This is an optimization exercise on Yosys and OpenROAD, whose aim is small area, a short achievable clock period and few clock cycles, not a production implementation. Where RTL was checked, it was by simulation tests only, not by an equivalence proof against the original. No activity file was given, so power comes from the tool's default toggle rates.

==> 01-26: inputs <==
==> flow/design.v <==
module reuleaux(input logic clk, input logic rst_n, input logic [2:0] colour,
                input logic [7:0] centre_x, input logic [6:0] centre_y, input logic [7:0] diameter,
                input logic start, output logic done,
                output logic [7:0] vga_x, output logic [6:0] vga_y,
                output logic [2:0] vga_colour, output logic vga_plot);
     function automatic logic [9:0] rca(input logic [9:0] a, input logic [9:0] b, input logic ci);
          logic c;
          c = ci;
          for (int i = 0; i < 10; i++) begin
               rca[i] = a[i] ^ b[i] ^ c;
               c = (a[i] & b[i]) | (a[i] & c) | (b[i] & c);
          end
     endfunction
     localparam logic [159:0] FA = {10'd593, 10'd555, 10'd518, 10'd476, 10'd439, 10'd396, 10'd359, 10'd317,
                                    10'd280, 10'd238, 10'd200, 10'd158, 10'd121, 10'd79, 10'd42, 10'd0};
     localparam logic [95:0]  FB = {6'd36, 6'd34, 6'd32, 6'd26, 6'd24, 6'd22, 6'd21, 6'd19,
                                    6'd17, 6'd15, 6'd9, 6'd7, 6'd5, 6'd4, 6'd2, 6'd0};
     function automatic logic [9:0] fa(input logic [3:0] h);
          fa = 10'(FA >> (10 * h));
     endfunction
     function automatic logic [5:0] fb(input logic [3:0] l);
          fb = 6'(FB >> (6 * l));
     endfunction
     logic [7:0] di2, cx1;
     logic [8:0] cx2;
     always_ff @(posedge clk) begin
          di2 <= 8'(diameter + 8'd1) >> 1;
          cx1 <= centre_x + di2;
          cx2 <= {1'b0, centre_x} - {1'b0, di2};
     end
     logic [7:0] ox, oy;
     logic [9:0] crit;
     logic       ra;           
     logic [8:0] b1;
     logic [7:0] b2, by;
     logic [6:0] cy1;
     logic       w1;           
     logic [1:0] p;            
     logic       run;
     logic [7:0] xo;
     logic [6:0] yo;
     logic       plot_r;
     wire [8:0] x0 = {1'b0, cx1} - {1'b0, ox};
     wire [9:0] x3 = {cx2[8], cx2} + {2'b0, ox};
     wire [9:0] x1 = {b1[8], b1} + {2'b0, oy};
     wire [8:0] x2 = {1'b0, b2} - {1'b0, oy};
     wire [8:0] y0 = {2'b0, cy1} - {1'b0, oy};
     wire [8:0] s12 = {1'b1, by} + {1'b0, ox};
     wire [7:0] y12 = ra ? s12[7:0] : ~s12[7:0];
     function automatic logic onx(input logic [8:0] v);
          onx = !v[8] && !(v[7] && (v[6] || v[5]));
     endfunction
     function automatic logic ony(input logic [7:0] v);
          ony = !v[7] && !(v[6] && v[5] && v[4] && v[3]);
     endfunction
     wire oky0 = ony(y0[7:0]), oky12 = ra ? ony(s12[7:0]) : ony(~s12[7:0]);
     wire [3:0] ok = {onx(x3[8:0]) & oky0, onx(x2) & oky12, onx(x1[8:0]) & oky12, onx(x0) & oky0};
     wire [3:0] ge = (p == 2'd0) ? 4'b1111 : (p == 2'd1) ? 4'b1110 :
                     (p == 2'd2) ? 4'b1100 : 4'b1000;
     wire [3:0] v  = ok & ge;
     logic [1:0] sel;
     logic       more;      
     always_comb begin
          sel  = 2'd3;
          more = 1'b0;
          if (v[0]) begin sel = 2'd0; more = v[1] | v[2] | v[3]; end
          else if (v[1]) begin sel = 2'd1; more = v[2] | v[3]; end
          else if (v[2]) begin sel = 2'd2; more = v[3]; end
     end
     logic [7:0] xs;
     logic [6:0] ys;
     always_comb begin
          case (sel)
               2'd0: begin xs = x0[7:0]; ys = y0[6:0]; end
               2'd1: begin xs = x1[7:0]; ys = y12[6:0]; end
               2'd2: begin xs = x2[7:0]; ys = y12[6:0]; end
               default: begin xs = x3[7:0]; ys = y0[6:0]; end
          endcase
     end
     wire       cpos = !crit[9] && (crit != 10'd0);
     wire [7:0] oy1  = oy + 8'd1;
     wire [7:0] oy2  = {oy[7:1] + 7'd1, oy[0]};
     wire [8:0] u    = {1'b0, oy2} - {1'b0, ox};
     wire       last = !u[8] && (u[7:1] != 7'd0 || (cpos && u[0]));
     wire [9:0] cra  = crit + {1'b0, oy1, 1'b1};
     wire [9:0] crb  = crit + {u, 1'b1};
     wire [8:0] y12t = ~s12;
     wire yoffb = (y0[8] && (!y12t[8] || y12t[7:0] >= 8'd120)) ||
                  (!y12t[8] && y12t[7:0] >= 8'd120);
     wire yoffa = y0[8] && ox <= 8'd136;
     wire x0hi = !x0[8] && x0[7] && (x0[6] || x0[5]);
     wire finb = !ra && (x2[8] || x0hi || yoffb) &&
                 (x3[9] || (!x1[9] && (x1[8] || (x1[7] && (x1[6] || x1[5])))) || yoffb);
     wire fina = ra && w1 && (x0hi || yoffa) && (x3[9] || yoffa);
     wire fin = fina || finb;
     wire [9:0] fs  = rca(fa(ox[7:4]), {4'd0, fb(ox[3:0])}, 1'b0);
     wire [8:0] q   = 9'(rca({2'd0, ox}, {4'd0, oy[5:0]}, 1'b0));
     wire [9:0] a6  = rca({1'd0, cy1, 2'b10}, {1'd0, b1}, 1'b0);
     wire [8:0] a3  = 9'(rca({2'd0, cy1, 1'b0}, ~{1'd0, b1}, 1'b1));
     always_ff @(posedge clk) begin
          if (!rst_n || !start) begin
               run <= 1'b0;
               done <= 1'b0;
               plot_r <= 1'b0;
          end else if (run) begin
               plot_r <= |v;
               if ((!more && last) || fin) begin
                    run <= 1'b0;
                    done <= 1'b1;
               end
          end else begin
               plot_r <= 1'b0;
               if (!done) begin
                    if (p == 2'd3) run <= 1'b1;
               end
          end
          if (!run) begin
               if (p == 2'd0) begin
                    ox <= diameter;
                    cy1 <= centre_y;
               end else if (p == 2'd1) begin
                    oy <= {2'd0, fs[9:4]};
               end else if (p == 2'd2) begin
                    b1 <= q;
               end else begin
                    b1 <= {1'b0, centre_x};
                    b2 <= centre_x;
                    cy1 <= a6[8:2];
                    w1 <= a6[9] && ox < 8'd222;
                    by <= (ox == 8'd255) ? ~{1'b0, a6[8:2]} : {a3[8] ^ (ox >= 8'd222), a3[7:1]};
                    oy <= 8'd0;
               end
               crit <= 10'd1 - {2'b0, ox};
               ra <= ox != 8'd255;
               p <= (rst_n && start && !done) ? p + 2'd1 : 2'd0;
          end else if (more) begin
               p <= sel + 2'd1;
          end else begin
               p <= 2'd0;
               oy <= oy1;
               crit <= cpos ? crb : cra;
               if (cpos) ox <= ox - 8'd1;
               if (ra && oy1 == di2) begin
                    ra <= 1'b0;
                    b1 <= cx2;
                    b2 <= cx1;
                    by <= ~{1'b0, cy1};
               end
          end
          xo <= xs;
          yo <= ys;
     end
     assign vga_x = xo;
     assign vga_y = yo;
     assign vga_plot = plot_r;
     assign vga_colour = colour;
endmodule
==> flow/run.sh <==
#!/bin/bash
# synth_recipe.tcl (not shown) runs the flow's synth.tcl, then flattens the netlist and writes it again
# the make line also repeats each setting of config.mk as NAME=value (left out here)
make -C /OpenROAD-flow-scripts/flow DESIGN_CONFIG=/design/flow/config.mk WORK_HOME=/design/flow/orfs CLKGATE_MAP_FILE= SYNTH_SCRIPT=/design/flow/synth_recipe.tcl finish
==> flow/config.mk <==
export PLATFORM = sky130hd
export DESIGN_NAME = reuleaux
export DESIGN_NICKNAME = reuleaux
export VERILOG_FILES = /design/flow/design.v
export SDC_FILE = /design/flow/constraint.sdc
export NUM_CORES = 4
export LEC_CHECK = 0
export ABC_AREA = 1
export CAP_MARGIN = 20
export CORE_MARGIN = 2
export CORE_UTILIZATION = 40
export SLEW_MARGIN = 20
==> flow/constraint.sdc <==
create_clock -name core_clock -period 10.0 [get_ports {clk}]
set_input_delay 2.0000 -clock core_clock [delete_from_list [all_inputs] [get_ports {clk}]]
set_output_delay 2.0000 -clock core_clock [all_outputs]
set_load 0.01 [all_outputs]
==> 06-04: changes against 01-26 <==
==> flow/design.v, changed modules only <==
module reuleaux(input logic clk, input logic rst_n, input logic [2:0] colour,
                input logic [7:0] centre_x, input logic [6:0] centre_y, input logic [7:0] diameter,
                input logic start, output logic done,
                output logic [7:0] vga_x, output logic [6:0] vga_y,
                output logic [2:0] vga_colour, output logic vga_plot);
     function automatic logic [9:0] rca(input logic [9:0] a, input logic [9:0] b, input logic ci);
          logic c;
          c = ci;
          for (int i = 0; i < 10; i++) begin
               rca[i] = a[i] ^ b[i] ^ c;
               c = (a[i] & b[i]) | (a[i] & c) | (b[i] & c);
          end
     endfunction
     localparam logic [159:0] FA = {10'd593, 10'd555, 10'd518, 10'd476, 10'd439, 10'd396, 10'd359, 10'd317, 10'd280, 10'd238, 10'd200, 10'd158, 10'd121, 10'd79, 10'd42, 10'd0};
     localparam logic [95:0]  FB = {6'd36, 6'd34, 6'd32, 6'd26, 6'd24, 6'd22, 6'd21, 6'd19, 6'd17, 6'd15, 6'd9, 6'd7, 6'd5, 6'd4, 6'd2, 6'd0};
     function automatic logic [9:0] fa(input logic [3:0] h);
          fa = 10'(FA >> (10 * h));
     endfunction
     function automatic logic [5:0] fb(input logic [3:0] l);
          fb = 6'(FB >> (6 * l));
     endfunction
     logic [7:0] di2, cx1, cx3, cy3;
     logic [8:0] cx2;
     logic [6:0] cy1;
     always_ff @(posedge clk) begin
          di2 <= 8'(diameter + 8'd1) >> 1;
          cx3 <= centre_x;
          cx1 <= 8'(rca({2'd0, cx3}, {2'd0, di2}, 1'b0));
          cx2 <= 9'(rca({2'd0, cx3}, ~{2'd0, di2}, 1'b1));
     end
     logic [7:0] ox, oy;
     logic [9:0] crit;
     logic       ra;           
     logic [1:0] p;            
     logic [1:0] ph;           
     logic       run;
     logic [7:0] xo;
     logic [6:0] yo;
     logic       plot_r;
     wire [8:0] x0 = 9'(rca({2'd0, cx1}, ~{2'd0, ox}, 1'b1));
     wire [8:0] x3 = 9'(rca({1'd0, cx2}, {2'd0, ox}, 1'b0));
     wire [8:0] x1 = 9'(rca(ra ? {2'd0, cx3} : {2'd0, cx1}, ra ? {2'd0, oy} : ~{2'd0, oy}, !ra));
     wire [8:0] x2 = 9'(rca(ra ? {2'd0, cx3} : {1'd0, cx2}, ra ? ~{2'd0, oy} : {2'd0, oy}, ra));
     wire [7:0] y0 = 8'(rca({3'd0, cy1}, ~{2'd0, oy}, 1'b1));
     wire [7:0] y12 = 8'(rca(ra ? {2'd0, cy3} : {3'd0, cy1}, ra ? {2'd0, ox} : ~{2'd0, ox}, !ra));
     function automatic logic onx(input logic [8:0] v);
          onx = !v[8] && !(v[7] && (v[6] || v[5]));
     endfunction
     function automatic logic ony(input logic [7:0] v);
          ony = !v[7] && !(v[6] && v[5] && v[4] && v[3]);
     endfunction
     wire oky0 = ony(y0), oky12 = ony(y12);
     wire [3:0] ok = {onx(x3) & oky0, onx(x2) & oky12, onx(x1) & oky12, onx(x0) & oky0};
     wire [3:0] ge = (p == 2'd0) ? 4'b1111 : (p == 2'd1) ? 4'b1110 :
                     (p == 2'd2) ? 4'b1100 : 4'b1000;
     wire [3:0] v  = ok & ge;
     logic [1:0] sel;
     logic       more;      
     always_comb begin
          sel  = 2'd3;
          more = 1'b0;
          if (v[0]) begin sel = 2'd0; more = v[1] | v[2] | v[3]; end
          else if (v[1]) begin sel = 2'd1; more = v[2] | v[3]; end
          else if (v[2]) begin sel = 2'd2; more = v[3]; end
     end
     logic [7:0] xs;
     logic [6:0] ys;
     always_comb begin
          case (sel)
               2'd0: begin xs = x0[7:0]; ys = y0[6:0]; end
               2'd1: begin xs = x1[7:0]; ys = y12[6:0]; end
               2'd2: begin xs = x2[7:0]; ys = y12[6:0]; end
               default: begin xs = x3[7:0]; ys = y0[6:0]; end
          endcase
     end
     wire       cpos = !crit[9] && (crit != 10'd0);
     wire [7:0] oy1  = oy + 8'd1;
     wire [7:0] oy2  = {oy[7:1] + 7'd1, oy[0]};
     wire [8:0] u    = 9'(rca({2'd0, oy2}, ~{2'd0, ox}, cpos));
     wire       last = !u[8] && (u != 9'd0);
     wire [9:0] crn  = rca(crit, cpos ? {u, 1'b1} : {1'b0, oy1, 1'b1}, 1'b0);
     wire [9:0] fs  = rca(fa(ox[7:4]), {4'd0, fb(ox[3:0])}, 1'b0);
     wire [8:0] q   = 9'(rca({2'd0, ox}, {4'd0, oy[5:0]}, 1'b0));
     wire [8:0] a6  = 9'(rca({1'd0, cy1, 2'b10}, {1'd0, q}, 1'b0));
     wire [8:0] a3  = 9'(rca({2'd0, cy1, 1'b0}, ~{1'd0, q}, 1'b1));
     always_ff @(posedge clk) begin
          if (!rst_n || !start) begin
               run <= 1'b0;
               done <= 1'b0;
               plot_r <= 1'b0;
               ph <= 2'd0;
          end else if (run) begin
               plot_r <= |v;
               if (!more && last) begin
                    run <= 1'b0;
                    done <= 1'b1;
               end
          end else begin
               plot_r <= 1'b0;
               if (!done) begin
                    ph <= ph + 2'd1;
                    if (ph == 2'd2) run <= 1'b1;
               end
          end
          if (!run) begin
               case (ph)
                    2'd0: begin
                         ox <= diameter;
                         cy1 <= centre_y;
                    end
                    2'd1: oy <= {2'd0, fs[9:4]};
                    default: begin
                         cy1 <= a6[8:2];
                         cy3 <= {a3[8] ^ (ox >= 8'd222), a3[7:1]};
                         oy <= 8'd0;
                    end
               endcase
               crit <= 10'd1 - {2'b0, ox};
               ra <= ox != 8'd255;
               p <= 2'd0;
          end else if (more) begin
               p <= sel + 2'd1;
          end else begin
               p <= 2'd0;
               ra <= ra && (oy1 != di2);
               oy <= oy1;
               crit <= crn;
               if (cpos) ox <= ox - 8'd1;
          end
          xo <= xs;
          yo <= ys;
     end
     assign vga_x = xo;
     assign vga_y = yo;
     assign vga_plot = plot_r;
     assign vga_colour = colour;
endmodule
- SETUP_SLACK_MARGIN: default -> 5
==> qor summary <==
| quantity | 01-26 | 06-04 |
|---|---|---|
| Instance area at placement | 10200 µm² | 8000 µm² |
| Startpoint of the lowest-slack register-to-register path | ox[1] | crit[4] |
| GPL Wtd Cong | 0.930 | 0.929 |
| Area of the mapped netlist | 9500 µm² | 7360 µm² |
| Slack of the worst reg-to-reg path | 5.60 ns | 4.79 ns |
| Total power after layout | 0.00188 W | 0.00190 W |
| Static leakage | 4.94 nW | 3.97 nW |
| Synth Area in Compound Gates | 13.6% | 8.09% |
| Area inside the core boundary | 23400 µm² | 18000 µm² |
| Count of multi-input combinational gates | 930 | 561 |
| Outcome | complete, no violations | complete, no violations |
| Number of buffers and inverters on the critical path | 2 | 1 |
| Cells resized by post-CTS repair | 0 | 13 |
| Count of placed standard cells in the final layout, fillers left out | 1589 | 1131 |
| Pwr/cell area | 179 nW/µm² | 212 nW/µm² |
Testbench counts of 06-04, summed over its fixed seeds: cycles 66,569.
The RTL of 01-26 was laid out without a check of its function.

port drivers added, routing unchanged:
The flow's constraints put no driver on any port. The routed layouts listed below were extracted and timed again, unchanged, in two steps.
Step 1 (the two cells are an assumption about what drives the block):
set clk [get_ports {clk}]
set_driving_cell -lib_cell sky130_fd_sc_hd__clkbuf_16 $clk
set_driving_cell -lib_cell sky130_fd_sc_hd__buf_2 [delete_from_list [all_inputs] $clk]
Step 2 times the ports against the registers' clock, not the clock port: input delays grow and output delays shrink by t, the midpoint of the rising clock arrivals with the driver on.
Slacks: ideal / step 1 / step 2; pairs: ideal / step 1.
run	t, ns	setup WS [ns]	worst register clock-pin slew, ns
01-26	0.408	5.602 / 5.602 / 5.602	0.08 / 0.08
06-04	0.399	4.794 / 4.794 / 4.794	0.07 / 0.07
After both steps setup and hold are still met in every run listed.
